From an optimization exercise on the open Yosys and OpenROAD flow, aimed at small area; shortcuts taken in it are not production practice.
In this exercise RTL edits were held to simulation tests only and were not proved equivalent to the original.
In every run shown here, the design's own scripts or RTL, not TritonCTS, make the clock network.
No driver is modelled on the clock port, so clock power and skew are understated where the tree is cut down; a real chip needs a root buffer or a tree.
Power is estimated from default activity; no workload was simulated.

===== flow/config.mk =====
export PLATFORM = sky130hd
export DESIGN_NAME = spi_screen
export DESIGN_NICKNAME = spi_screen
export VERILOG_FILES = /design/flow/design.v
export SDC_FILE = /design/flow/constraint.sdc
export NUM_CORES = 4
export LEC_CHECK = 0
export CAP_MARGIN = 20
export CORE_MARGIN = 2
export CORE_UTILIZATION = 40
export SLEW_MARGIN = 20

===== flow/constraint.sdc =====
create_clock -name core_clock -period 10.0 [get_ports {clk}]
set_input_delay 2.0000 -clock core_clock [delete_from_list [all_inputs] [get_ports {clk}]]
set_output_delay 2.0000 -clock core_clock [all_outputs]
set_load 0.01 [all_outputs]

===== flow/design.v =====
`timescale 1ps/1ps
module spi_screen(
	input clk,
	input resetn,
	output lcd_resetn,
	output lcd_cs,
	output lcd_rs,
	output lcd_data
);
reg [4:0] b;
reg [7:0] s;
reg [7:0] x;
reg       done;
reg [8:0] rom;
always @(*) begin
	case (s[6:0])
		7'd53: rom = 9'h002;
		7'd54: rom = 9'h040;
		7'd58: rom = 9'h036;
		7'd59: rom = 9'h170;
		7'd60: rom = 9'h03a;
		7'd61: rom = 9'h105;
		7'd62: rom = 9'h0b2;
		7'd63: rom = 9'h10c;
		7'd64: rom = 9'h10c;
		7'd65: rom = 9'h100;
		7'd66: rom = 9'h133;
		7'd67: rom = 9'h133;
		7'd68: rom = 9'h0b7;
		7'd69: rom = 9'h135;
		7'd70: rom = 9'h0bb;
		7'd71: rom = 9'h119;
		7'd72: rom = 9'h0c0;
		7'd73: rom = 9'h12c;
		7'd74: rom = 9'h0c2;
		7'd75: rom = 9'h101;
		7'd76: rom = 9'h0c3;
		7'd77: rom = 9'h112;
		7'd78: rom = 9'h0c4;
		7'd79: rom = 9'h120;
		7'd80: rom = 9'h0c6;
		7'd81: rom = 9'h10f;
		7'd82: rom = 9'h0d0;
		7'd83: rom = 9'h1a4;
		7'd84: rom = 9'h1a1;
		7'd85: rom = 9'h0e0;
		7'd86: rom = 9'h1d0;
		7'd87: rom = 9'h104;
		7'd88: rom = 9'h10d;
		7'd89: rom = 9'h111;
		7'd90: rom = 9'h113;
		7'd91: rom = 9'h12b;
		7'd92: rom = 9'h13f;
		7'd93: rom = 9'h154;
		7'd94: rom = 9'h14c;
		7'd95: rom = 9'h118;
		7'd96: rom = 9'h10d;
		7'd97: rom = 9'h10b;
		7'd98: rom = 9'h11f;
		7'd99: rom = 9'h123;
		7'd100: rom = 9'h0e1;
		7'd101: rom = 9'h1d0;
		7'd102: rom = 9'h104;
		7'd103: rom = 9'h10c;
		7'd104: rom = 9'h111;
		7'd105: rom = 9'h113;
		7'd106: rom = 9'h12c;
		7'd107: rom = 9'h13f;
		7'd108: rom = 9'h144;
		7'd109: rom = 9'h151;
		7'd110: rom = 9'h12f;
		7'd111: rom = 9'h11f;
		7'd112: rom = 9'h11f;
		7'd113: rom = 9'h120;
		7'd114: rom = 9'h123;
		7'd115: rom = 9'h021;
		7'd116: rom = 9'h029;
		7'd117: rom = 9'h02a;
		7'd118: rom = 9'h100;
		7'd119: rom = 9'h128;
		7'd120: rom = 9'h101;
		7'd121: rom = 9'h117;
		7'd122: rom = 9'h02b;
		7'd123: rom = 9'h100;
		7'd124: rom = 9'h135;
		7'd125: rom = 9'h100;
		7'd126: rom = 9'h1bb;
		7'd127: rom = 9'h02c;
		default: rom = 9'h000;
	endcase
end
wire b8  = (b == 5'd8);
wire b16 = b[4];
wire col0 = (x == 8'd222);
wire col1 = (x == 8'd0);
wire frozen = done & (b == 5'd0) & col0 & (s == 8'd247);
always @(posedge clk or negedge resetn) begin
	if (~resetn) begin
		b <= 0;
		s <= 8'd172;
		x <= 8'd222;
		done <= 0;
	end else if (!frozen) begin
		b <= (b16 | (b8 & ~done)) ? 5'd0 : b + 5'd1;
		if (~done) begin
			if (b8) begin
				s <= s + 8'd1;
				if (s == 8'd255) done <= 1;
			end
		end else begin
			if (b8 & col0) s <= s + 8'd7;
			else if (b16 & col0) s <= s + 8'd9;
			else if (b8 & col1) s <= s + 8'd1;
		end
		if (b16) begin
			if (col0) x <= 8'd0;
			else if (col1) x <= 8'd16;
			else x <= x + 8'd17;
		end
	end
end
wire pre_cs_low = (s >= 8'd186 && !b8) || (s == 8'd181 && b >= 5'd3) || (s == 8'd182 && b <= 5'd1);
wire pre_data = rom[3'd7 - b[2:0]];
wire pre_resetn = !(s < 8'd175 || (s == 8'd175 && b == 5'd0));
reg pix_data;
always @(*) begin
	case (b)
		5'd1: pix_data = x[7] & (s != 8'd0);
		5'd2: pix_data = x[6] & (s != 8'd0);
		5'd3: pix_data = x[5] & (s != 8'd0);
		5'd4: pix_data = x[4] & (s != 8'd0);
		5'd5: pix_data = x[3] & (s != 8'd0);
		5'd6: pix_data = s[7];
		5'd7: pix_data = s[6];
		5'd8: pix_data = s[5];
		5'd9: pix_data = s[4];
		5'd10: pix_data = s[3];
		5'd11: pix_data = s[2];
		default: pix_data = 1'b0;
	endcase
end
assign lcd_resetn = done | pre_resetn;
assign lcd_cs     = done ? (b == 5'd0) : !pre_cs_low;
assign lcd_rs     = done | rom[8];
assign lcd_data   = done ? pix_data : pre_data;
endmodule

===== flow/flow/run.sh =====
#!/bin/bash
# Own layout flow: the standard synthesis, then the combinational logic of
# its netlist is mapped again for area by ABC with a few scripts, keeping the
# smallest result (the flip-flops, their names and cell types stay as the
# standard synthesis made them), then the standard layout from that
# netlist. Each tool writes its full output to a log file here.
set -euo pipefail
R=orfs/results/$FLOW_PLATFORM/spi_screen/base
bash standard.sh synth > log_synth.txt 2>&1
cp $R/1_2_yosys.v std_synth.v
LIB=$FLOW_HOME/platforms/$FLOW_PLATFORM/lib/sky130_fd_sc_hd__tt_025C_1v80.lib
R2="balance; rewrite; refactor; balance; rewrite; rewrite -z; balance; refactor -z; rewrite -z; balance"
D="&get -n; &deepsyn -T 20 -S"
M="dch -f; amap -F 2 -A 5; topo"
scripts=()
for S in 0 3 21 34 7 1; do scripts+=("strash; $R2; $D $S; &put; $M"); done
scripts+=("strash; $R2; $D 0; &put; dch -f; amap; topo")
scripts+=("strash; $R2; $D 0; &put; dch -f; map -a; topo")
for S in $(seq 40 79); do scripts+=("strash; $R2; $D $S; &put; $R2; $D $((S+20)); &put; $M"); done
N=${#scripts[@]}
reopt() {
  i=$1
  echo "${scripts[$i]}" > $PWD/area_$i.abc
  yosys -l log_reopt_$i.txt -p "
read_liberty -ignore_miss_func $LIB
read_verilog std_synth.v
hierarchy -top $FLOW_TOP
blackbox sky130_fd_sc_hd__*df* sky130_fd_sc_hd__conb_1
flatten
opt_clean
abc -liberty $LIB -dont_use *lpflow* -dont_use *probe* -dont_use sky130_fd_sc_hd__fa_* -dont_use sky130_fd_sc_hd__ha_* -D 10000 -script $PWD/area_$i.abc
opt_clean -purge
hilomap -singleton -hicell sky130_fd_sc_hd__conb_1 HI -locell sky130_fd_sc_hd__conb_1 LO
splitnets
opt_clean -purge
stat -liberty $LIB
write_verilog -noattr -noexpr -nohex -nodec reopt_$i.v
" > /dev/null 2>&1 || true
}
for k in $(seq 0 4 $((N-1))); do
  for i in $k $((k+1)) $((k+2)) $((k+3)); do [ $i -lt $N ] && reopt $i & done; wait
done
best=""; bestA=1e18
for i in $(seq 0 $((N-1))); do
  a=$(grep "Chip area" log_reopt_$i.txt 2>/dev/null | awk '{print $NF}' || true)
  [ -n "$a" ] && [ -f reopt_$i.v ] || continue
  if python3 -c "import sys; sys.exit(0 if $a < $bestA else 1)"; then best=$i; bestA=$a; fi
done
echo "reopt areas:" > log_choice.txt; grep -H "Chip area" log_reopt_*.txt >> log_choice.txt || true
echo "chosen: $best ($bestA)" >> log_choice.txt
if [ -n "$best" ]; then cp reopt_$best.v $R/1_2_yosys.v; rm -f $R/1_synth.odb $R/1_synth.sdc; fi
bash standard.sh "BUFFER_PORTS_ARGS=-buffer_cell sky130_fd_sc_hd__buf_1" "PRE_CTS_TCL=$PWD/flow/pre_cts.tcl" finish > log_finish.txt 2>&1

===== flow/flow/pre_cts.tcl =====
# Clock tree of one buffer: the clock port drives one clock buffer, placed at
# the centre of the flip-flops, which drives every flip-flop's clock pin.
proc my_one_clock_buffer {cell} {
  set block [ord::get_db_block]
  set db [ord::get_db]
  set clk [$block findNet clk]
  set master [$db findMaster $cell]
  set inst [odb::dbInst_create $block $master clkbuf_root]
  set net [odb::dbNet_create $block clk_root]
  $net setSigType CLOCK
  set sx 0; set sy 0; set n 0
  foreach it [$clk getITerms] {
    set i [$it getInst]
    set x [lindex [$i getLocation] 0]; set y [lindex [$i getLocation] 1]
    incr sx $x; incr sy $y; incr n
    $it disconnect
    $it connect $net
  }
  [$inst findITerm A] connect $clk
  [$inst findITerm X] connect $net
  $inst setLocation [expr {$sx / $n}] [expr {$sy / $n}]
  $inst setPlacementStatus PLACED
  puts "one clock buffer $cell drives $n clock pins"
}
my_one_clock_buffer sky130_fd_sc_hd__clkbuf_16
# the clock tree is built above: clock_tree_synthesis has nothing left to do
proc clock_tree_synthesis {args} { puts "clock_tree_synthesis skipped: one clock buffer" }

===== flow/standard.sh =====
#!/bin/bash
# synth_recipe.tcl (not shown) runs the flow's synth.tcl, then flattens the netlist and writes it again
# the make line also repeats each setting of config.mk as NAME=value (left out here)
make -C /OpenROAD-flow-scripts/flow DESIGN_CONFIG=/design/flow/config.mk WORK_HOME=/design/flow/orfs CLKGATE_MAP_FILE= SYNTH_SCRIPT=/design/flow/synth_recipe.tcl "${@:-finish}"

==> out/results.ini, run 1 <==
[outcome]
outcome=timing/DRC/antenna clean

[routing]
postRouteWirelength_mm=6.06
viasPerCell=6.53
routedWlPerCell_um=18.0
route.detailed.drc=0
via_count=2199
drtAntennaViolNets=0
drt_iter0_drc=575
drtPass1Iterations=6

[clock_network]
ctsResizeCount=0
cts.clk_slew.worst_paths_ns=0.09
insertion_delay_ns=0.15
cts_setup_buffers=0
hold_buffers=0

[timing]
max-slew-margin-rel=0.604
hold_viol_final=0
setup_ws_ns=4.11
tightest_slew_ns=0.586
skew_ns=0.00585
min_period_over_period=0.589
fin_crit_ns=5.89
setup_viol=0
rsz0062_at_grt=no
finalSetupTns_ns=0
max_clock_freq_ghz=0.170
slew_viol_final=0

[global_routing]
antenna_found_initial=0
grt_start_max_net_pins=23
overflow=0
grt_usage=0.245
grt_pass1_wl_mm=10.1
grt_pass1_vias=2010

[power_and_ir_drop]
power_density_nw_per_um2=68.7
leakage_nw=0.656
ir_drop_mv=0.0810
power_mw=0.132

[setup_path]
arrival_ns=3.89
slowest_stage=dfrtp_1
endpoint_kind=output port
crit_required_ns=8.00
path_class=flop to output port
cp-start-kind=flop
crit_chain=clkinv_1, nor2_1, clkinv_1, nor2_1, a311oi_1, o21ai_0, nor3_1, a211oi_1, o21a_1, nor3_1, nor4_1, o32a_1, buf_1
cp_max_fo=10
slowest_delay_ns=0.62

[synth]
syn-cell-area_um2=1800
ys_warn_count=1
avgSynthCellArea_um2=6.49
syn-num-nets=280
syn_inst=278

[floorplan]
die_w_um=71.2
die_h_um=71.2
core_area_um2=4350
num_rows=24
io_pins=6
start_util=0.414
dieArea_um2=5060

[finish]
syn_to_final_growth_pct=6.45
n_antenna_cell=0
design_area_um2=1920
drive_above_1_share=0.0421
fin_nets=289
nFillCells=438

[place]
placed_area_um2=1900
dp_slack_ns=4.58
dp_hpwl_mm=4.70
numPortBuffers=5
gp_congestion=0.960

[flow_run]
cap_violations=0

[hold_path]
hold_path_class=flop to flop

==> cells in the final DEF, fill, tap and decap left out, types with 3 or more instances in the layout <==
cell and instances:
buf_1 5, nand3_1 5, o22ai_1 4, nor4_1 7, a21oi_1 20, dfstp_2 10
nand2_1 20, nor2_1 70, a222oi_1 3, dfrtp_1 12, a31oi_1 5, clkinv_1 42
nor3_1 21, o32ai_1 3, o21a_1 3, a211oi_1 6, o21ai_0 28
==> metal layers <==
| layer | up-vias | track usage | wire [um] |
|---|---|---|---|
| met5 | - | 0 | 0 |
| met4 | 0 | 0.0755 | 193 |
| met3 | 43 | 0.0342 | 755 |
| met2 | 185 | 0.369 | 2580 |
| met1 | 962 | 0.363 | 2530 |
| li1 | 1009 | - | - |
==> final timing paths <==
kind	end	startpoint	depth (start not counted)	slack (ns)
worst max-delay path	lcd_data	s[4]	13	4.11
worst min-delay path	x[1]	x[1]	2	0.50
min in group asynchronous	b[0]	resetn	2	1.80
worst max register to register	b[0]	s[4]	11	6.06
worst min register to register	x[1]	x[1]	2	0.50
max in group asynchronous	s[2]	resetn	2	7.92
==> stage by stage <==
step / instances / util / hold WS (ns)
after global routing: 337 / 0.441 / 0.529
after CTS: 337 / 0.441 / 0.481
after floorplan: 278 / - / 0.453
after detailed placement: 336 / 0.435 / 0.481
after global placement: 336 / 0.435 / 0.490
final: 337 / 0.441 / 0.498
==> final cells by class <==
type	count	area [um2]	share of cell area
Timing Repair Buffer	6	26.3	0.0137
Multi-Input combinational cell	214	1080	0.564
Sequential cell	22	563	0.293
Tap cell	52	65.1	0.0339
Inverter	42	158	0.0821
Buffer	1	25.0	0.0130
==> critical path: cells and delay by family, from the launching register on <==
kind | cells | cell delay, ns
AND/OR/NAND/NOR | 5 | 1.19
buffers and inverters | 3 | 0.84
AO/OA/AOI/OAI | 5 | 1.07
flip-flops | 1 | 0.62
==> report_power, final <==
group | switching [mW] | internal (mW) | leakage (nW)
registers | 0 | 0.0891 | 0.261
logic | 0.00170 | 0.000350 | 0.383
clock network | 0.0224 | 0.0183 | 0.0123
total | 0.0241 | 0.108 | 0.656
==> flip-flops by register name, indices dropped and copies added, names as in the netlist <==
signal and cells:
s 8, x 8, b 5, done 1
==> run 2, diff against run 1 <==
--- a/flow/flow/run.sh
+++ b/flow/flow/run.sh
@@ -13,10 +13,22 @@
 D="&get -n; &deepsyn -T 20 -S"
 M="dch -f; amap -F 2 -A 5; topo"
-scripts=()
-for S in 0 3 21 34 7 1; do scripts+=("strash; $R2; $D $S; &put; $M"); done
-scripts+=("strash; $R2; $D 0; &put; dch -f; amap; topo")
-scripts+=("strash; $R2; $D 0; &put; dch -f; map -a; topo")
-for S in $(seq 40 79); do scripts+=("strash; $R2; $D $S; &put; $R2; $D $((S+20)); &put; $M"); done
-N=${#scripts[@]}
+scripts=(
+ "strash; $R2; $D 0; &put; $M"
+ "strash; $R2; $D 0; &put; dch -f; amap; topo"
+ "strash; $R2; $D 3; &put; $M"
+ "strash; $R2; $D 0; &put; dch -f; map -a; topo"
+ "strash; $R2; $D 0; &put; $R2; $D 2; &put; $M"
+ "strash; $R2; $D 21; &put; $M"
+ "strash; $R2; $D 7; &put; dch -f; amap -m; topo"
+ "strash; $R2; $D 1; &put; $R2; $D 2; &put; $R2; $D 3; &put; $M"
+ "strash; $R2; $D 1; &put; $R2; $D 3; &put; $M"
+ "strash; $R2; $D 34; &put; $M"
+ "strash; $R2; $D 0; &put; $M; strash; $R2; $D 2; &put; $M"
+ "strash; $R2; $D 5; &put; $R2; $D 6; &put; $M"
+ "strash; $R2; $D 8; &put; $R2; $D 9; &put; $M"
+ "strash; $R2; $D 10; &put; $R2; $D 11; &put; $M"
+ "strash; $R2; $D 12; &put; $R2; $D 13; &put; $M"
+ "strash; $R2; $D 14; &put; $R2; $D 15; &put; $M"
+)
 reopt() {
   i=$1
@@ -38,9 +50,9 @@
 " > /dev/null 2>&1 || true
 }
-for k in $(seq 0 4 $((N-1))); do
-  for i in $k $((k+1)) $((k+2)) $((k+3)); do [ $i -lt $N ] && reopt $i & done; wait
+for k in 0 4 8 12; do
+  for i in $k $((k+1)) $((k+2)) $((k+3)); do reopt $i & done; wait
 done
 best=""; bestA=1e18
-for i in $(seq 0 $((N-1))); do
+for i in $(seq 0 15); do
   a=$(grep "Chip area" log_reopt_$i.txt 2>/dev/null | awk '{print $NF}' || true)
   [ -n "$a" ] && [ -f reopt_$i.v ] || continue
==> run 2 against run 1 <==
Via count fell by 1.8%; clock skew decreased by 0.0043 ns; utilization is 0.075 points higher; synthesized area is 0.55% lower; final cell count fell by 1.8%; critical path depth increased by 2; maximum frequency increased by 7.1%; hold slack better by 0.016 ns; largest cell class unchanged; largest power group unchanged.
==> out/results.ini, run 2 <==
[finish]
layout_commonest_cell=nor2_1
syn_to_final_growth_pct=6.49
drive_above_1_share=0.0430
design_area_um2=1910
n_antenna_cell=0
fin_nets=283
top_regs=s: 8 flops, x: 8 flops, b: 5 flops
final_cell_mix=nor2_1 (67), clkinv_1 (42), o21ai_0 (26)
final_cells=331

[synth]
syn-num-nets=274
avgSynthCellArea_um2=6.60
syn_inst=272
syn-cell-area_um2=1790
ys_warn_count=1

[timing]
slew_viol_final=0
hold_viol_final=0
setup_ws_ns=4.50
tightest_slew_ns=0.730
max_clock_freq_ghz=0.182
rsz0062_at_grt=no
skew_ns=0.00154
setup_viol=0
fin_crit_ns=5.50
max-slew-margin-rel=0.507
finalSetupTns_ns=0
min_period_over_period=0.550

[outcome]
outcome=timing/DRC/antenna clean

[hold_path]
holdPathStages=2
hold_path_class=flop to flop

[place]
dp_hpwl_mm=4.65
dp_slack_ns=4.84
gp_congestion=0.988
numPortBuffers=5
dp_cells=330
placed_area_um2=1890

[global_routing]
grt_start_max_net_pins=23
grt_pass1_wl_mm=10.2
antenna_found_initial=0
grt_pass1_vias=2023
grt_usage=0.248
overflow=0

[power_and_ir_drop]
power_frac_comb=0.016
seq_power_share=0.671
p_int_mw=0.108
netSwitchingPower_mw=0.0251
leakage_nw=0.709
power_density_nw_per_um2=69.6
ir_drop_mv=0.0912
sw_frac_of_total=0.189
pwr-share-clk=0.314

[setup_path]
crit_chain=clkinv_1, nor2_1, clkinv_1, o21ai_0, a31oi_1, nor3_1, a211oi_1, nand2_1, clkinv_1, o22ai_1, a31oi_1, o21ai_0, nand3_1, o31ai_1, buf_1
cp-start-kind=flop
worstSetupEndpoint=lcd_data
cp-startpoint=s[3]
r2r_setup_slack_ns=6.79
regToRegEndpoint=b[3]
r2r_start=s[4]
crit_required_ns=8.00
slowest_delay_ns=0.71
endpoint_kind=output port
slowest_stage=dfstp_2
cpMostUsedCell=clkinv_1
path_class=flop to output port
cp_max_fo=13
arrival_ns=3.50
reg2reg_depth=6

[routing]
postRouteWirelength_mm=6.17
drtPass1Iterations=6
drtAntennaViolNets=0
viasPerCell=6.53
drt_iter0_drc=419
routedWlPerCell_um=18.6
via_count=2160
route.detailed.drc=0

[clock_network]
insertion_delay_ns=0.15
ctsResizeCount=0
cts.clk_slew.worst_paths_ns=0.09
cts_setup_buffers=0
hold_buffers=0

[floorplan]
io_pins=6
num_rows=24
die_w_um=71.0
core_area_um2=4320
start_util=0.415
dieArea_um2=5040
die_h_um=71.0

[flow_run]
cap_violations=0

==> run 2: cell types whose count changed in the layout (fill, tap and decap cells not counted), moves of 3 or more <==
cell / before / now
nor2_1: 70 / 67
nor4_1: 7 / 2
nand2_1: 20 / 23
nor3_1: 21 / 15
a21oi_1: 20 / 17
nand3_1: 5 / 9
a2111oi_0: 0 / 3
==> run 2: how the worst min path moves through the flow <==
stage	from	endpoint	slack (ns)
after floorplan	x[3]	x[3]	0.48
after global placement	x[3]	x[3]	0.50
after detailed placement	x[3]	x[3]	0.50
after CTS	x[3]	x[3]	0.50
after global routing	x[3]	x[3]	0.54
final	x[3]	x[3]	0.51
==> run 2: layout make-up <==
| class | instances | area, um2 |
|---|---|---|
| Sequential cell | 22 | 563 |
| Tap cell | 52 | 65.1 |
| Fill cell | 476 | 2410 |
| Timing Repair Buffer | 6 | 26.3 |
| Multi-Input combinational cell | 208 | 1070 |
| Inverter | 42 | 158 |
| Buffer | 1 | 25.0 |
==> run 2: stage by stage <==
stage	hold WS [ns]	util	power (mW)
floorplan	0.475	-	0.0907
global placement	0.502	0.436	0.0929
detailed placement	0.502	0.436	0.0930
CTS	0.503	0.442	0.124
global route	0.540	0.442	0.139
finish	0.514	0.442	0.133
==> run 2: critical path, delay by kind of cell, from the launching register on <==
family | cells | cell delay, ns
and+or+nand+nor | 4 | 0.93
buffers and inverters | 4 | 0.83
DFF | 1 | 0.71
AOI/OAI and AO/OA | 7 | 0.85
==> run 2: routing by layer <==
metal / vias to the layer above / global-route usage / part of all wire
met5: - / 0 / 0
met4: 0 / 0.0881 / 0.051
met3: 39 / 0.0185 / 0.089
met2: 156 / 0.427 / 0.46
met1: 956 / 0.329 / 0.40
li1: 1009 / - / -
==> run 2: power by group through the flow <==
| stage | clock (mW) | sequential (mW) | combinational, mW |
|---|---|---|---|
| 2_1_floorplan | 0 | 0.0907 | 0.000000425 |
| 3_3_place_gp | 0 | 0.0907 | 0.00222 |
| 3_5_place_dp | 0 | 0.0907 | 0.00226 |
| 4_1_cts | 0.0312 | 0.0907 | 0.00226 |
| 5_1_grt | 0.0473 | 0.0892 | 0.00260 |
| 6_report | 0.0417 | 0.0891 | 0.00208 |
==> run 3, diff against run 2 <==
--- a/flow/design.v
+++ b/flow/design.v
@@ -11,5 +11,4 @@
 reg [7:0] s;
 reg [7:0] x;
-reg       done;
 reg [8:0] rom;
 always @(*) begin
@@ -90,27 +89,24 @@
 	endcase
 end
+wire done = !(b[4] & (b[3] | (b[2] & b[1] & b[0])));
 wire b8  = (b == 5'd8);
-wire b16 = b[4];
+wire b16 = (b == 5'd16);
+wire b23 = (b == 5'd23);
 wire col0 = (x == 8'd222);
 wire col1 = (x == 8'd0);
-wire frozen = done & (b == 5'd0) & col0 & (s == 8'd247);
+wire frozen = (b == 5'd0) & col0 & (s == 8'd247);
 always @(posedge clk or negedge resetn) begin
 	if (~resetn) begin
-		b <= 0;
+		b <= 5'd24;
 		s <= 8'd172;
 		x <= 8'd222;
-		done <= 0;
 	end else if (!frozen) begin
-		b <= (b16 | (b8 & ~done)) ? 5'd0 : b + 5'd1;
-		if (~done) begin
-			if (b8) begin
-				s <= s + 8'd1;
-				if (s == 8'd255) done <= 1;
-			end
-		end else begin
-			if (b8 & col0) s <= s + 8'd7;
-			else if (b16 & col0) s <= s + 8'd9;
-			else if (b8 & col1) s <= s + 8'd1;
-		end
+		if (b16 | (b23 & (s == 8'd255))) b <= 5'd0;
+		else if (b == 5'd31) b <= 5'd23;
+		else b <= b + 5'd1;
+		if (b23) s <= s + 8'd1;
+		else if (b8 & col0) s <= s + 8'd7;
+		else if (b16 & col0) s <= s + 8'd9;
+		else if (b8 & col1) s <= s + 8'd1;
 		if (b16) begin
 			if (col0) x <= 8'd0;
@@ -120,7 +116,7 @@
 	end
 end
-wire pre_cs_low = (s >= 8'd186 && !b8) || (s == 8'd181 && b >= 5'd3) || (s == 8'd182 && b <= 5'd1);
+wire pre_cs_low = (s >= 8'd186 && !b23) || (s == 8'd181 && (b >= 5'd27 || b23)) || (s == 8'd182 && b[4:1] == 4'd12);
 wire pre_data = rom[3'd7 - b[2:0]];
-wire pre_resetn = !(s < 8'd175 || (s == 8'd175 && b == 5'd0));
+wire pre_resetn = !(s < 8'd175 || (s == 8'd175 && b == 5'd24));
 reg pix_data;
 always @(*) begin
--- a/flow/flow/run.sh
+++ b/flow/flow/run.sh
@@ -13,22 +13,10 @@
 D="&get -n; &deepsyn -T 20 -S"
 M="dch -f; amap -F 2 -A 5; topo"
-scripts=(
- "strash; $R2; $D 0; &put; $M"
- "strash; $R2; $D 0; &put; dch -f; amap; topo"
- "strash; $R2; $D 3; &put; $M"
- "strash; $R2; $D 0; &put; dch -f; map -a; topo"
- "strash; $R2; $D 0; &put; $R2; $D 2; &put; $M"
- "strash; $R2; $D 21; &put; $M"
- "strash; $R2; $D 7; &put; dch -f; amap -m; topo"
- "strash; $R2; $D 1; &put; $R2; $D 2; &put; $R2; $D 3; &put; $M"
- "strash; $R2; $D 1; &put; $R2; $D 3; &put; $M"
- "strash; $R2; $D 34; &put; $M"
- "strash; $R2; $D 0; &put; $M; strash; $R2; $D 2; &put; $M"
- "strash; $R2; $D 5; &put; $R2; $D 6; &put; $M"
- "strash; $R2; $D 8; &put; $R2; $D 9; &put; $M"
- "strash; $R2; $D 10; &put; $R2; $D 11; &put; $M"
- "strash; $R2; $D 12; &put; $R2; $D 13; &put; $M"
- "strash; $R2; $D 14; &put; $R2; $D 15; &put; $M"
-)
+scripts=()
+for S in 0 3 21 34 7 1; do scripts+=("strash; $R2; $D $S; &put; $M"); done
+scripts+=("strash; $R2; $D 0; &put; dch -f; amap; topo")
+scripts+=("strash; $R2; $D 0; &put; dch -f; map -a; topo")
+for S in $(seq 40 79); do scripts+=("strash; $R2; $D $S; &put; $R2; $D $((S+20)); &put; $M"); done
+N=${#scripts[@]}
 reopt() {
   i=$1
@@ -50,9 +38,9 @@
 " > /dev/null 2>&1 || true
 }
-for k in 0 4 8 12; do
-  for i in $k $((k+1)) $((k+2)) $((k+3)); do reopt $i & done; wait
+for k in $(seq 0 4 $((N-1))); do
+  for i in $k $((k+1)) $((k+2)) $((k+3)); do [ $i -lt $N ] && reopt $i & done; wait
 done
 best=""; bestA=1e18
-for i in $(seq 0 15); do
+for i in $(seq 0 $((N-1))); do
   a=$(grep "Chip area" log_reopt_$i.txt 2>/dev/null | awk '{print $NF}' || true)
   [ -n "$a" ] && [ -f reopt_$i.v ] || continue
==> run 3 against run 2 <==
Clock power is 7.0% lower; register-to-register slack worse by 0.51 ns; critical path type unchanged; synthesized area is 1.2% lower; hold slack worse by 0.0055 ns; cell area is 1.1% lower.
==> out/results.ini, run 3 <==
[synth]
syn-cell-area_um2=1770
syn_inst=261
avgSynthCellArea_um2=6.79
syn-num-nets=263
ys_warn_count=1

[routing]
drtAntennaViolNets=0
route.detailed.drc=0
drtPass1Iterations=5
via_count=2125
drt_iter0_drc=505
viasPerCell=6.64
routedWlPerCell_um=18.3
postRouteWirelength_mm=5.85

[clock_network]
hold_buffers=0
cts.clk_slew.worst_paths_ns=0.08
ctsResizeCount=0
insertion_delay_ns=0.15
cts_setup_buffers=0

[floorplan]
core_area_um2=4320
die_w_um=70.6
start_util=0.410
die_h_um=70.6
io_pins=6
num_rows=24
dieArea_um2=4980

[global_routing]
overflow=0
grt_pass1_vias=1999
antenna_found_initial=0
grt_start_max_net_pins=22
grt_usage=0.237
grt_pass1_wl_mm=9.76

[finish]
fin_nets=272
design_area_um2=1890
n_antenna_cell=0
nFillCells=474
layout_commonest_cell=nor2_1
syn_to_final_growth_pct=6.56
top_regs=s: 8 flops, x: 8 flops, b: 5 flops
drive_above_1_share=0.0522
final_cells=320
final_cell_mix=nor2_1 (59), clkinv_1 (37), nand2_1 (27)

[setup_path]
cp_top_family=compound AO/OA/AOI/OAI gates
path_class=flop to output port
slowest_stage=a2111oi_0
cp-start-kind=flop
cp_num_buf_inv=3
crit_chain=clkinv_1, nor2_1, clkinv_1, o21ai_0, o21a_1, o21ai_0, a2111oi_0, o221ai_1, o311ai_0, o311ai_0, buf_1
arrival_ns=3.85
cp_max_fo=11
crit_required_ns=8.00
endpoint_kind=output port
slowest_delay_ns=0.74

[place]
dp_cells=319
placed_area_um2=1860
dp_slack_ns=4.56
dp_hpwl_mm=4.50
gp_congestion=1.05
numPortBuffers=5

[timing]
fin_crit_ns=5.85
skew_ns=0.00363
hold_viol_final=0
slew_viol_final=0
max-slew-margin-rel=0.448
tightest_slew_ns=0.807
finalSetupTns_ns=0
max_clock_freq_ghz=0.171
min_period_over_period=0.585
setup_ws_ns=4.15
rsz0062_at_grt=no
setup_viol=0

[power_and_ir_drop]
leakage_nw=0.611
power_density_nw_per_um2=66.7
ir_drop_mv=0.0787

[flow_run]
cap_violations=0

[outcome]
outcome=timing/DRC/antenna clean

[hold_path]
hold_path_class=flop to flop

## run 3: cell count changes in the layout (fill, tap and decap cells not counted), moves of 3 or more
cell	change
nor2_1	-8
nand3_1	-6
nand4_1	+3
nand2_1	+4
o21a_1	+4
nor3_1	-6
o22ai_1	+3
dfrtp_1	-3
clkinv_1	-5
a31oi_1	-3
a311oi_1	+3
## run 3: metal layers
metal  GRT usage  vias up  share of wire  wire, um
met3      0.0385       37          0.093       541
met1       0.316      965           0.40      2340
met5           0        -              0         0
met2       0.382      136           0.46      2660
li1            -      987              -         -
met4       0.105        0          0.051       297
## run 3: final timing paths
check / from / end / slack, ns / cells past startpoint
setup / recovery: s[1] / lcd_data / 4.15 / 11
min in group asynchronous: resetn / b[2] / 1.81 / 2
hold / removal: x[6] / x[6] / 0.51 / 2
max in group asynchronous: resetn / s[3] / 7.91 / 2
setup reg to reg: b[0] / b[0] / 6.28 / 15
hold reg to reg: x[6] / x[6] / 0.51 / 2
## run 3: final cells by class
type,instances,area [um2],share of cell area
multi-input cells,203,1090,0.579
flip-flops and latches,21,541,0.286
inverters,37,139,0.0735
plain buffers,1,25.0,0.0132
well taps,52,65.1,0.0344
repair buffers,6,26.3,0.0139
## run 3: report_power, final
group / internal [mW] / switching [mW]
Combinational: 0.000350 / 0.00175
Clock: 0.0182 / 0.0206
Sequential: 0.0851 / 0
Total: 0.104 / 0.0224
## run 3: tightest hold or removal path, cell delays in order (launching register included)
cell and delay [ns]:
dfstp_2 0.39, clkinv_1 0.06, a21oi_1 0.06
## run 3: through the flow
step	util	power [mW]	hold slack, ns
2_1_floorplan	-	0.0866	0.470
3_3_place_gp	0.431	0.0889	0.494
3_5_place_dp	0.431	0.0888	0.498
4_1_cts	0.437	0.119	0.501
5_1_grt	0.437	0.131	0.540
6_report	0.437	0.126	0.509
==> run 4, diff against run 3 <==
--- a/flow/flow/run.sh
+++ b/flow/flow/run.sh
@@ -17,5 +17,5 @@
 scripts+=("strash; $R2; $D 0; &put; dch -f; amap; topo")
 scripts+=("strash; $R2; $D 0; &put; dch -f; map -a; topo")
-for S in $(seq 40 79); do scripts+=("strash; $R2; $D $S; &put; $R2; $D $((S+20)); &put; $M"); done
+for S in $(seq 100 187); do scripts+=("strash; $R2; $D $((S % 101)); &put; $R2; $D $(((S*37+11) % 101)); &put; $M"); done
 N=${#scripts[@]}
 reopt() {
==> run 4 against run 3 <==
Critical endpoint unchanged; die area rose by 1.6%; setup slack got worse by 0.34 ns; register-to-register slack barely moved; sequential power barely moved.
==> out/results.ini, run 4 <==
[finish]
top_regs=s: 8 flops, x: 8 flops, b: 5 flops
final_cells=336
seqCellArea_um2=541
layout_commonest_cell=nor2_1
multi_input_area_um2=1120
design_area_um2=1920
fin_nets=288
nFillCells=461
n_antenna_cell=0
final_cell_mix=nor2_1 (80), clkinv_1 (39), a21oi_1 (23)
drive_above_1_share=0.0493
syn_to_final_growth_pct=6.45

[global_routing]
met2_usage=0.424
gr-usage-met3=0.0157
grt_pass1_wl_mm=10.3
grt_usage=0.249
globalRoute.busiestLayer=met2
gr-usage-met1=0.329
overflow=0
antenna_found_initial=0
grt_start_max_net_pins=22
grt_pass1_vias=2021

[setup_path]
r2r_setup_slack_ns=6.27
path_class=flop to output port
crit_required_ns=8.00
cp_max_fo=16
reg2reg_depth=16
endpoint_kind=output port
arrival_ns=4.19
cp-start-kind=flop

[clock_network]
insertion_delay_ns=0.15
cts_setup_buffers=0
ctsResizeCount=0
cts.clk_slew.worst_paths_ns=0.09
hold_buffers=0

[place]
numPortBuffers=5
gp_congestion=1.05
dp_cells=335
placed_area_um2=1890
dp_hpwl_mm=4.73

[routing]
drtAntennaViolNets=0
route.detailed.drc=0
routedWlPerCell_um=18.3
drt_iter0_drc=432
drtPass1Iterations=9
via_count=2156
postRouteWirelength_mm=6.16
viasPerCell=6.42

[synth]
avgSynthCellArea_um2=6.51
syn-cell-area_um2=1800
ys_warn_count=1
syn_inst=277
syn-num-nets=279

[timing]
min_period_over_period=0.619
skew_ns=0.00411
slew_viol_final=0
max_clock_freq_ghz=0.162
tightest_slew_ns=0.602
rsz0062_at_grt=no
finalSetupTns_ns=0
hold_viol_final=0
setup_viol=0
fin_crit_ns=6.19
max-slew-margin-rel=0.597

[floorplan]
die_h_um=71.1
num_rows=24
die_w_um=71.1
io_pins=6
start_util=0.414
core_area_um2=4350
dieArea_um2=5060

[power_and_ir_drop]
leakage_nw=0.642
power_density_nw_per_um2=66.2
ir_drop_mv=0.108

[flow_run]
cap_violations=0

[outcome]
outcome=timing/DRC/antenna clean

[hold_path]
holdPathStages=2
hold_path_class=flop to flop

## run 4: cell types whose count changed in the layout (fill, tap and decap cells not counted), sizes merged, moves of 3 or more
cell and change:
nor3 +8, o32a +3, o21ai -5, nor2 +21
a41oi -3, a21oi +7, nand2 -6, o221ai -3
o2111ai +4, a211oi -4
## run 4: area by class of cell
cell class | instances | share of cell area
Sequential cell | 21 | 0.282
Timing Repair Buffer | 6 | 0.0137
Multi-Input combinational cell | 217 | 0.581
Buffer | 1 | 0.0130
Inverter | 39 | 0.0763
Tap cell | 52 | 0.0339
## run 4: routing by layer
metal	up-vias	wire, um
met5	-	0
met3	29	410
met1	992	2560
met2	124	2910
met4	0	285
li1	1011	-
## run 4: where the power goes
part	internal [mW]	switching, mW
sequential	0.0851	0
clock	0.0183	0.0218
combinational	0.000351	0.00160
total	0.104	0.0234
## run 4: metrics by stage
stage	total power [mW]	util	setup slack [ns]	hold WS, ns
6_report	0.127	0.441	3.81	0.504
2_1_floorplan	0.0866	-	4.90	0.471
3_5_place_dp	0.0888	0.435	4.18	0.493
3_3_place_gp	0.0887	0.435	4.25	0.488
5_1_grt	0.132	0.441	3.43	0.537
4_1_cts	0.119	0.441	4.16	0.494
## run 4: worst max-delay path: stages (launching register included)
cell and delay, ns:
dfstp_2 0.64, clkinv_1 0.45, nor2_1 0.46, nor2_1 0.13
clkinv_1 0.08, nand2_1 0.08, nand2_1 0.11, a22oi_1 0.10
o21ai_0 0.13, a32oi_1 0.20, a311oi_1 0.50, clkinv_1 0.18
o32ai_1 0.20, a311oi_1 0.14, o41ai_1 0.32, nor2_1 0.06
nand2b_1 0.14, buf_1 0.12
## run 4: worst paths after layout
check | startpoint | endpoint
worst min-delay path | x[6] | x[6]
worst max-delay path | s[5] | lcd_data
worst min register to register | x[6] | x[6]
min in group asynchronous | resetn | b[0]
max in group asynchronous | resetn | s[2]
worst max register to register | b[1] | b[0]
==> run 5, diff against run 4 <==
--- a/flow/flow/run.sh
+++ b/flow/flow/run.sh
@@ -17,5 +17,5 @@
 scripts+=("strash; $R2; $D 0; &put; dch -f; amap; topo")
 scripts+=("strash; $R2; $D 0; &put; dch -f; map -a; topo")
-for S in $(seq 100 187); do scripts+=("strash; $R2; $D $((S % 101)); &put; $R2; $D $(((S*37+11) % 101)); &put; $M"); done
+for S in $(seq 0 39); do scripts+=("strash; $R2; $D $(((S*13+5) % 101)); &put; $R2; $D $(((S*29+47) % 101)); &put; $M"); done
 N=${#scripts[@]}
 reopt() {
==> run 5 against run 4 <==
Largest cell class unchanged; still clean on timing, DRC and antenna; synthesized cell count fell by 1.1%; combinational power barely moved; maximum frequency rose by 3.5%; register-to-register slack got worse by 0.40 ns; setup slack improved by 0.21 ns; global-route usage fell by 0.67 points; cell area rose by 0.72%; total power fell by 0.52%; routed wire length fell by 0.58%; clock power fell by 2%.
==> out/results.ini, run 5 <==
[timing]
hold_viol_final=0
max_clock_freq_ghz=0.167
rsz0062_at_grt=no
setup_viol=0
setup_ws_ns=4.02
max-slew-margin-rel=0.613
tightest_slew_ns=0.575
finalSetupTns_ns=0
slew_viol_final=0
fin_crit_ns=5.98
min_period_over_period=0.598
skew_ns=0.00488

[setup_path]
path_class=flop to output port
slowest_delay_ns=0.64
cp-startpoint=s[0]
endpoint_kind=output port
worstSetupEndpoint=lcd_data
cp-start-kind=flop
crit_required_ns=8.00
reg2reg_depth=18
cpMostUsedCell=nor2_1
r2r_setup_slack_ns=5.87
slowest_stage=dfrtp_1
r2r_start=b[0]
crit_chain=clkinv_1, nor2_1, clkinv_1, nand3_1, o221ai_1, a2111oi_0, nor2_1, a311oi_1, a31oi_1, nor3_1, o21ai_0, o21ai_0, o211a_1, nor2_1, a21o_1, buf_1
arrival_ns=3.98
cp_max_fo=12
regToRegEndpoint=s[7]

[finish]
design_area_um2=1930
final_cell_mix=nor2_1 (70), clkinv_1 (35), o21ai_0 (25)
top_regs=s: 8 flops, x: 8 flops, b: 5 flops
drive_above_1_share=0.0498
syn_to_final_growth_pct=6.40
nFillCells=459
seqCellArea_um2=541
fin_nets=285
n_antenna_cell=0
final_core_util=0.444
multi_input_area_um2=1140
layout_commonest_cell=nor2_1

[routing]
drtPass1Iterations=6
viasPerCell=6.52
routedWlPerCell_um=18.4
via_count=2171
postRouteWirelength_mm=6.13
route.detailed.drc=0
drt_iter0_drc=256
drtAntennaViolNets=0

[floorplan]
dieArea_um2=5100
core_area_um2=4350
die_h_um=71.4
num_rows=24
die_w_um=71.4
io_pins=6
start_util=0.417

[place]
placed_area_um2=1910
gp_congestion=1.03
dp_hpwl_mm=4.74
dp_slack_ns=4.37
numPortBuffers=5

[synth]
ys_warn_count=1
avgSynthCellArea_um2=6.63
syn-num-nets=276
syn-cell-area_um2=1820
syn_inst=274

[global_routing]
antenna_found_initial=0
grt_usage=0.242
overflow=0
grt_pass1_wl_mm=9.97
grt_pass1_vias=1965
grt_start_max_net_pins=22

[clock_network]
cts_setup_buffers=0
hold_buffers=0
insertion_delay_ns=0.15
cts.clk_slew.worst_paths_ns=0.08
ctsResizeCount=0

[power_and_ir_drop]
power_density_nw_per_um2=65.4
leakage_nw=0.624
sw_frac_of_total=0.180
ir_drop_mv=0.0974
netSwitchingPower_mw=0.0227
power_frac_comb=0.015
p_int_mw=0.104
seq_power_share=0.673
pwr-share-clk=0.312

[hold_path]
hold_path_class=flop to flop

[outcome]
outcome=timing/DRC/antenna clean

[flow_run]
cap_violations=0

run 5: worst max-delay path: cells and delay by family, from the launching register on:
family          cells  cell delay, ns
flops               1            0.64
simple gates        5            0.99
buf+inv             3            0.69
compound gates      8            1.52
run 5: routing by layer:
metal | share of wire | vias to the layer above | track usage
li1 | - | 1035 | -
met1 | 0.40 | 1001 | 0.311
met2 | 0.48 | 109 | 0.426
met3 | 0.078 | 26 | 0.0183
met4 | 0.040 | 0 | 0.0901
met5 | 0 | - | 0
run 5: layout make-up:
cell class / count / share of cell area
multi-input cells: 218 / 0.592
flip-flops and latches: 21 / 0.280
inverters: 35 / 0.0680
well taps: 52 / 0.0337
repair buffers: 6 / 0.0136
plain buffers: 1 / 0.0129
run 5: stage by stage:
step / total power, mW / instances / hold slack, ns
global placement: 0.0887 / 332 / 0.485
global route: 0.132 / 333 / 0.529
detailed placement: 0.0887 / 332 / 0.486
CTS: 0.119 / 333 / 0.489
floorplan: 0.0866 / 274 / 0.468
finish: 0.126 / 333 / 0.499
run 5: worst min path at each step:
stage          from   end  slack [ns]  cells past startpoint
3_5_place_dp   x[1]  x[1]        0.49                      2
3_3_place_gp   x[1]  x[1]        0.49                      2
6_report       x[1]  x[1]        0.50                      2
5_1_grt        x[1]  x[1]        0.53                      2
4_1_cts        x[1]  x[1]        0.49                      2
2_1_floorplan  x[1]  x[1]        0.47                      2
run 5: power groups by stage:
stage / clock network [mW] / logic [mW] / registers, mW
CTS: 0.0306 / 0.00210 / 0.0866
floorplan: 0 / 0.000000380 / 0.0866
detailed placement: 0 / 0.00210 / 0.0866
global route: 0.0441 / 0.00251 / 0.0851
global placement: 0 / 0.00210 / 0.0866
finish: 0.0394 / 0.00192 / 0.0851
==> run 6, diff against run 5 <==
--- a/flow/flow/run.sh
+++ b/flow/flow/run.sh
@@ -11,5 +11,5 @@
 LIB=$FLOW_HOME/platforms/$FLOW_PLATFORM/lib/sky130_fd_sc_hd__tt_025C_1v80.lib
 R2="balance; rewrite; refactor; balance; rewrite; rewrite -z; balance; refactor -z; rewrite -z; balance"
-D="&get -n; &deepsyn -T 20 -S"
+D="&get -n; &deepsyn -T 30 -S"
 M="dch -f; amap -F 2 -A 5; topo"
 scripts=()
@@ -17,5 +17,7 @@
 scripts+=("strash; $R2; $D 0; &put; dch -f; amap; topo")
 scripts+=("strash; $R2; $D 0; &put; dch -f; map -a; topo")
-for S in $(seq 0 39); do scripts+=("strash; $R2; $D $(((S*13+5) % 101)); &put; $R2; $D $(((S*29+47) % 101)); &put; $M"); done
+for S in $(seq 300 339); do scripts+=("strash; $R2; $D $((S % 101)); &put; $R2; $D $(((S*37+11) % 101)); &put; $M"); done
+scripts+=("strash; $R2; $D 58; &put; $R2; $D 78; &put; $M")
+scripts+=("strash; $R2; $D 14; &put; $R2; $D 15; &put; $M")
 N=${#scripts[@]}
 reopt() {
==> run 6 against run 5 <==
Final cell count fell by 1.8%; combinational power is 5% higher; still clean; setup slack lost 0.10 ns; register-to-register slack improved by 0.55 ns; critical endpoint unchanged.
==> out/results.ini, run 6 <==
[floorplan]
die_h_um=71.1
io_pins=6
die_w_um=71.1
dieArea_um2=5050
start_util=0.414
core_area_um2=4350
num_rows=24

[finish]
multi_input_area_um2=1120
syn_to_final_growth_pct=6.46
final_cells=327
top_regs=s: 8 flops, x: 8 flops, b: 5 flops
n_antenna_cell=0
seqCellArea_um2=541
nFillCells=461
drive_above_1_share=0.0509
fin_nets=279
final_cell_mix=nor2_1 (64), clkinv_1 (36), o21ai_0 (21)
layout_commonest_cell=nor2_1

[synth]
syn-num-nets=270
ys_warn_count=1
syn_inst=268
syn-cell-area_um2=1800
avgSynthCellArea_um2=6.72

[clock_network]
cts_setup_buffers=0
insertion_delay_ns=0.15
hold_buffers=0
ctsResizeCount=0
cts.clk_slew.worst_paths_ns=0.08

[setup_path]
cp_num_buf_inv=2
endpoint_kind=output port
cp_max_fo=14
crit_required_ns=8.00
arrival_ns=4.08
cp_top_family=compound AO/OA/AOI/OAI gates
path_class=flop to output port
slowest_stage=a2111oi_0
slowest_delay_ns=0.66
crit_chain=clkinv_1, nand2_1, nand2_1, o21ai_0, a21oi_1, a2111oi_0, nor2_1, o31ai_1, a311o_1, nand3_1, o31ai_1, buf_1
cp-start-kind=flop

[place]
dp_cells=326
dp_hpwl_mm=4.82
gp_congestion=1.03
numPortBuffers=5

[routing]
viasPerCell=6.83
drtAntennaViolNets=0
drtPass1Iterations=8
routedWlPerCell_um=19.5
route.detailed.drc=0
postRouteWirelength_mm=6.36
via_count=2233
drt_iter0_drc=543

[power_and_ir_drop]
power_density_nw_per_um2=66.1
power_mw=0.127
leakage_nw=0.640
ir_drop_mv=0.0755

[timing]
hold_viol_final=0
max-slew-margin-rel=0.506
rsz0062_at_grt=no
setup_viol=0
finalSetupTns_ns=0
min_period_over_period=0.608
skew_ns=0.00710
max_clock_freq_ghz=0.164
slew_viol_final=0
fin_crit_ns=6.08
tightest_slew_ns=0.723

[global_routing]
overflow=0
grt_usage=0.258
grt_start_max_net_pins=22
grt_pass1_vias=2059
antenna_found_initial=0
grt_pass1_wl_mm=10.5

[outcome]
outcome=timing/DRC/antenna clean

[flow_run]
cap_violations=0

[hold_path]
hold_path_class=flop to flop

## run 6: cell count changes in the layout (fill, tap and decap cells not counted), moves of 4 or more
cell,previous run,this run
a31oi_1,9,4
nor2_1,70,64
o21ai_0,25,21
nand3_1,6,12
a21oi_1,22,14
nand2_1,15,20
## run 6: final cells by class
type / count / share of cell area
well taps: 52 / 0.0339
flip-flops and latches: 21 / 0.282
repair buffers: 6 / 0.0137
inverters: 36 / 0.0705
plain buffers: 1 / 0.0131
multi-input cells: 211 / 0.587
## run 6: per-layer routing
metal / track usage / up-vias / part of all wire
li1: - / 1011 / -
met1: 0.343 / 990 / 0.38
met2: 0.433 / 185 / 0.47
met3: 0.0199 / 47 / 0.093
met4: 0.107 / 0 / 0.064
met5: 0 / - / 0
## run 6: worst min-delay path: cells and delay by family, from the launching register on
| kind | cells | cell delay, ns |
|---|---|---|
| AO/OA/AOI/OAI | 1 | 0.07 |
| buffers and inverters | 1 | 0.07 |
| flip-flops | 1 | 0.38 |
## run 6: path summary, 6_finish.rpt
kind	start	end	slack (ns)	depth (start not counted)
max	s[4]	lcd_data	3.92	12
min	x[1]	x[1]	0.52	2
max reg2reg	b[0]	b[0]	6.42	14
min reg2reg	x[1]	x[1]	0.52	2
max in group asynchronous	resetn	s[7]	7.93	2
min in group asynchronous	resetn	x[0]	1.80	2
## run 6: power by group
group,switching [mW],internal [mW],total (mW)
registers,0,0.0851,0.0851
logic,0.00166,0.000350,0.00201
clock network,0.0214,0.0182,0.0396
## run 6: metrics by stage
| stage | cell area, um2 | utilization | setup slack, ns | hold slack, ns |
|---|---|---|---|---|
| floorplan | 1800 | - | 5.52 | 0.470 |
| global placement | 1890 | 0.434 | 4.16 | 0.501 |
| detailed placement | 1890 | 0.434 | 4.46 | 0.509 |
| CTS | 1920 | 0.440 | 4.46 | 0.512 |
| global route | 1920 | 0.440 | 3.84 | 0.549 |
| finish | 1920 | 0.440 | 3.92 | 0.521 |
==> run 7, diff against run 6 <==
--- a/flow/design.v
+++ b/flow/design.v
@@ -96,4 +96,5 @@
 wire col1 = (x == 8'd0);
 wire frozen = (b == 5'd0) & col0 & (s == 8'd247);
+wire first = (s[7:3] == 5'd0);
 always @(posedge clk or negedge resetn) begin
 	if (~resetn) begin
@@ -101,6 +102,6 @@
 		s <= 8'd172;
 		x <= 8'd222;
-	end else if (!frozen) begin
-		if (b16 | (b23 & (s == 8'd255))) b <= 5'd0;
+	end else begin
+		if (b16 | frozen | (b23 & (s == 8'd255))) b <= 5'd0;
 		else if (b == 5'd31) b <= 5'd23;
 		else b <= b + 5'd1;
@@ -122,9 +123,9 @@
 always @(*) begin
 	case (b)
-		5'd1: pix_data = x[7] & (s != 8'd0);
-		5'd2: pix_data = x[6] & (s != 8'd0);
-		5'd3: pix_data = x[5] & (s != 8'd0);
-		5'd4: pix_data = x[4] & (s != 8'd0);
-		5'd5: pix_data = x[3] & (s != 8'd0);
+		5'd1: pix_data = x[7] & !first;
+		5'd2: pix_data = x[6] & !first;
+		5'd3: pix_data = x[5] & !first;
+		5'd4: pix_data = x[4] & !first;
+		5'd5: pix_data = x[3] & !first;
 		5'd6: pix_data = s[7];
 		5'd7: pix_data = s[6];
--- a/flow/flow/run.sh
+++ b/flow/flow/run.sh
@@ -11,5 +11,5 @@
 LIB=$FLOW_HOME/platforms/$FLOW_PLATFORM/lib/sky130_fd_sc_hd__tt_025C_1v80.lib
 R2="balance; rewrite; refactor; balance; rewrite; rewrite -z; balance; refactor -z; rewrite -z; balance"
-D="&get -n; &deepsyn -T 30 -S"
+D="&get -n; &deepsyn -T 20 -S"
 M="dch -f; amap -F 2 -A 5; topo"
 scripts=()
@@ -17,7 +17,5 @@
 scripts+=("strash; $R2; $D 0; &put; dch -f; amap; topo")
 scripts+=("strash; $R2; $D 0; &put; dch -f; map -a; topo")
-for S in $(seq 300 339); do scripts+=("strash; $R2; $D $((S % 101)); &put; $R2; $D $(((S*37+11) % 101)); &put; $M"); done
-scripts+=("strash; $R2; $D 58; &put; $R2; $D 78; &put; $M")
-scripts+=("strash; $R2; $D 14; &put; $R2; $D 15; &put; $M")
+for S in $(seq 200 287); do scripts+=("strash; $R2; $D $((S % 101)); &put; $R2; $D $(((S*37+11) % 101)); &put; $M"); done
 N=${#scripts[@]}
 reopt() {
==> run 7 against run 6 <==
Global-route usage down 3.2 points; combinational power down 5%; synthesized cell count up 3.4%; register-to-register slack better by 0.26 ns; utilization about the same; cell area about the same; sequential share of layout area about the same; critical endpoint unchanged; largest power group unchanged.
==> out/results.ini, run 7 <==
[outcome]
outcome=timing/DRC/antenna clean

[setup_path]
r2r_start=s[1]
cp_max_fo=17
arrival_ns=3.50
slowest_stage=dfrtp_1
crit_chain=clkinv_1, nor2_1, clkinv_1, nor2_1, clkinv_1, o22ai_1, a21oi_1, o221ai_1, o41a_1, a31oi_1, nor2_1, o21ai_0, and3_1, nor4_1, nor2_1, nand2b_1, buf_1
cp-startpoint=s[0]
path_class=flop to output port
cpMostUsedCell=nor2_1
slowest_delay_ns=0.69
endpoint_kind=output port
crit_required_ns=8.00
cp-start-kind=flop

[routing]
drt_iter0_drc=291
route.detailed.drc=0
drtAntennaViolNets=0
routedWlPerCell_um=16.1
postRouteWirelength_mm=5.42
drtPass1Iterations=5
via_count=2086
viasPerCell=6.21

[floorplan]
die_h_um=71.1
core_area_um2=4350
io_pins=6
start_util=0.413
die_w_um=71.1
dieArea_um2=5050
num_rows=24

[global_routing]
grt_pass1_wl_mm=9.47
grt_usage=0.226
grt_pass1_vias=1899
antenna_found_initial=0
overflow=0
grt_start_max_net_pins=22

[timing]
rsz0062_at_grt=no
hold_viol_final=0
fin_crit_ns=5.50
max-slew-margin-rel=0.580
min_period_over_period=0.550
setup_viol=0
tightest_slew_ns=0.626
hold_ws_ns=0.518
slew_viol_final=0
skew_ns=0.00445
max_clock_freq_ghz=0.182
finalSetupTns_ns=0

[finish]
final_cells=336
syn_to_final_growth_pct=6.47
layout_commonest_cell=nor2_1
top_regs=s: 8 flops, x: 8 flops, b: 5 flops
final_cell_mix=nor2_1 (82), clkinv_1 (33), o21ai_0 (23)
drive_above_1_share=0.0493
n_antenna_cell=0
fin_nets=288
nFillCells=426
design_area_um2=1920

[place]
placed_area_um2=1890
numPortBuffers=5
dp_hpwl_mm=4.24
gp_congestion=1.03
dp_cells=335

[clock_network]
insertion_delay_ns=0.15
cts.clk_slew.worst_paths_ns=0.08
hold_buffers=0
ctsResizeCount=0
cts_setup_buffers=0

[flow_run]
cap_violations=0

[hold_path]
hold_path_class=flop to flop
worstHoldStart=x[2]

[power_and_ir_drop]
leakage_nw=0.648
power_density_nw_per_um2=65.8
ir_drop_mv=0.0640

[synth]
avgSynthCellArea_um2=6.50
ys_warn_count=1
syn-num-nets=279
syn_inst=277
syn-cell-area_um2=1800

## run 7: cell types whose count changed in the layout (fill, tap and decap cells not counted), moves of 4 or more
| cell | before | now |
|---|---|---|
| nor4_1 | 2 | 6 |
| nand3_1 | 12 | 8 |
| o32ai_1 | 4 | 0 |
| nor2_1 | 64 | 82 |
## run 7: cell type report
cell class	instances	area, um2	area share
Multi-Input combinational cell	223	1130	0.592
Inverter	33	124	0.0647
Buffer	1	25.0	0.0131
Tap cell	52	65.1	0.0340
Timing Repair Buffer	6	26.3	0.0137
Sequential cell	21	541	0.282
## run 7: metal layers
metal,routed length [um],track usage,share of wire,vias to the layer above
li1,-,-,-,1013
met3,371,0.0228,0.068,27
met2,2480,0.368,0.46,109
met1,2360,0.317,0.43,937
met4,209,0.0692,0.039,0
met5,0,0,0,-
## run 7: power by group
group	internal (mW)	leakage (nW)	switching (mW)	total (mW)
combinational	0.000351	0.416	0.00155	0.00190
sequential	0.0851	0.220	0	0.0851
clock	0.0182	0.0123	0.0207	0.0389
total	0.104	0.648	0.0223	0.126
## run 7: worst max-delay path, delay by kind of cell (launching register included)
family | cells | cell delay [ns]
simple gates | 7 | 1.04
buf+inv | 4 | 0.90
compound gates | 6 | 0.74
flops | 1 | 0.69
## run 7: worst paths after layout
check	slack [ns]	end	depth (start not counted)
setup / recovery	4.50	lcd_data	17
hold / removal	0.52	x[3]	2
setup reg to reg	6.68	b[0]	8
hold reg to reg	0.52	x[3]	2
max in group asynchronous	7.94	s[3]	2
min in group asynchronous	1.79	x[0]	2
## run 7: metrics by stage
stage / util / power, mW / setup WS [ns]
after floorplan: - / 0.0866 / 5.40
after global placement: 0.434 / 0.0887 / 4.70
after detailed placement: 0.434 / 0.0887 / 4.78
after CTS: 0.440 / 0.119 / 4.77
after global routing: 0.440 / 0.132 / 4.11
final: 0.440 / 0.126 / 4.50

## afterwards: timing with drivers on the ports
The results above use ideal ports. As a check the final layouts listed here were re-extracted and re-timed, cells and wires unchanged.
Step 1, drivers: a clkbuf_16 drives clk and a buf_2 each remaining input, both assumed.
Step 2 adds t to the input delays and takes it off the output delays; t is the mean of the earliest and latest rising clock arrival at the registers after step 1. Input paths then give back, and output paths get back, about the clock's delay inside the block.
Slacks: ideal / step 1 / step 2; pairs: ideal / step 1.
| run | t, ns | setup WS [ns] | latest minus earliest clock arrival (ns) | pins driven straight from the clock port |
|---|---|---|---|---|
| run 1 | 0.179 | 4.113 / 4.084 / 4.263 | 0.006 / 0.006 | 1 |
| run 2 | 0.179 | 4.504 / 4.476 / 4.655 | 0.001 / 0.001 | 1 |
| run 3 | 0.176 | 4.152 / 4.122 / 4.298 | 0.004 / 0.004 | 1 |
| run 4 | 0.174 | 3.810 / 3.784 / 3.958 | 0.004 / 0.005 | 1 |
| run 5 | 0.173 | 4.019 / 3.991 / 4.165 | 0.004 / 0.005 | 1 |
| run 6 | 0.175 | 3.916 / 3.888 / 4.064 | 0.007 / 0.007 | 1 |
| run 7 | 0.175 | 4.501 / 4.473 / 4.648 | 0.005 / 0.004 | 1 |
After both steps setup and hold are still met in every run listed.
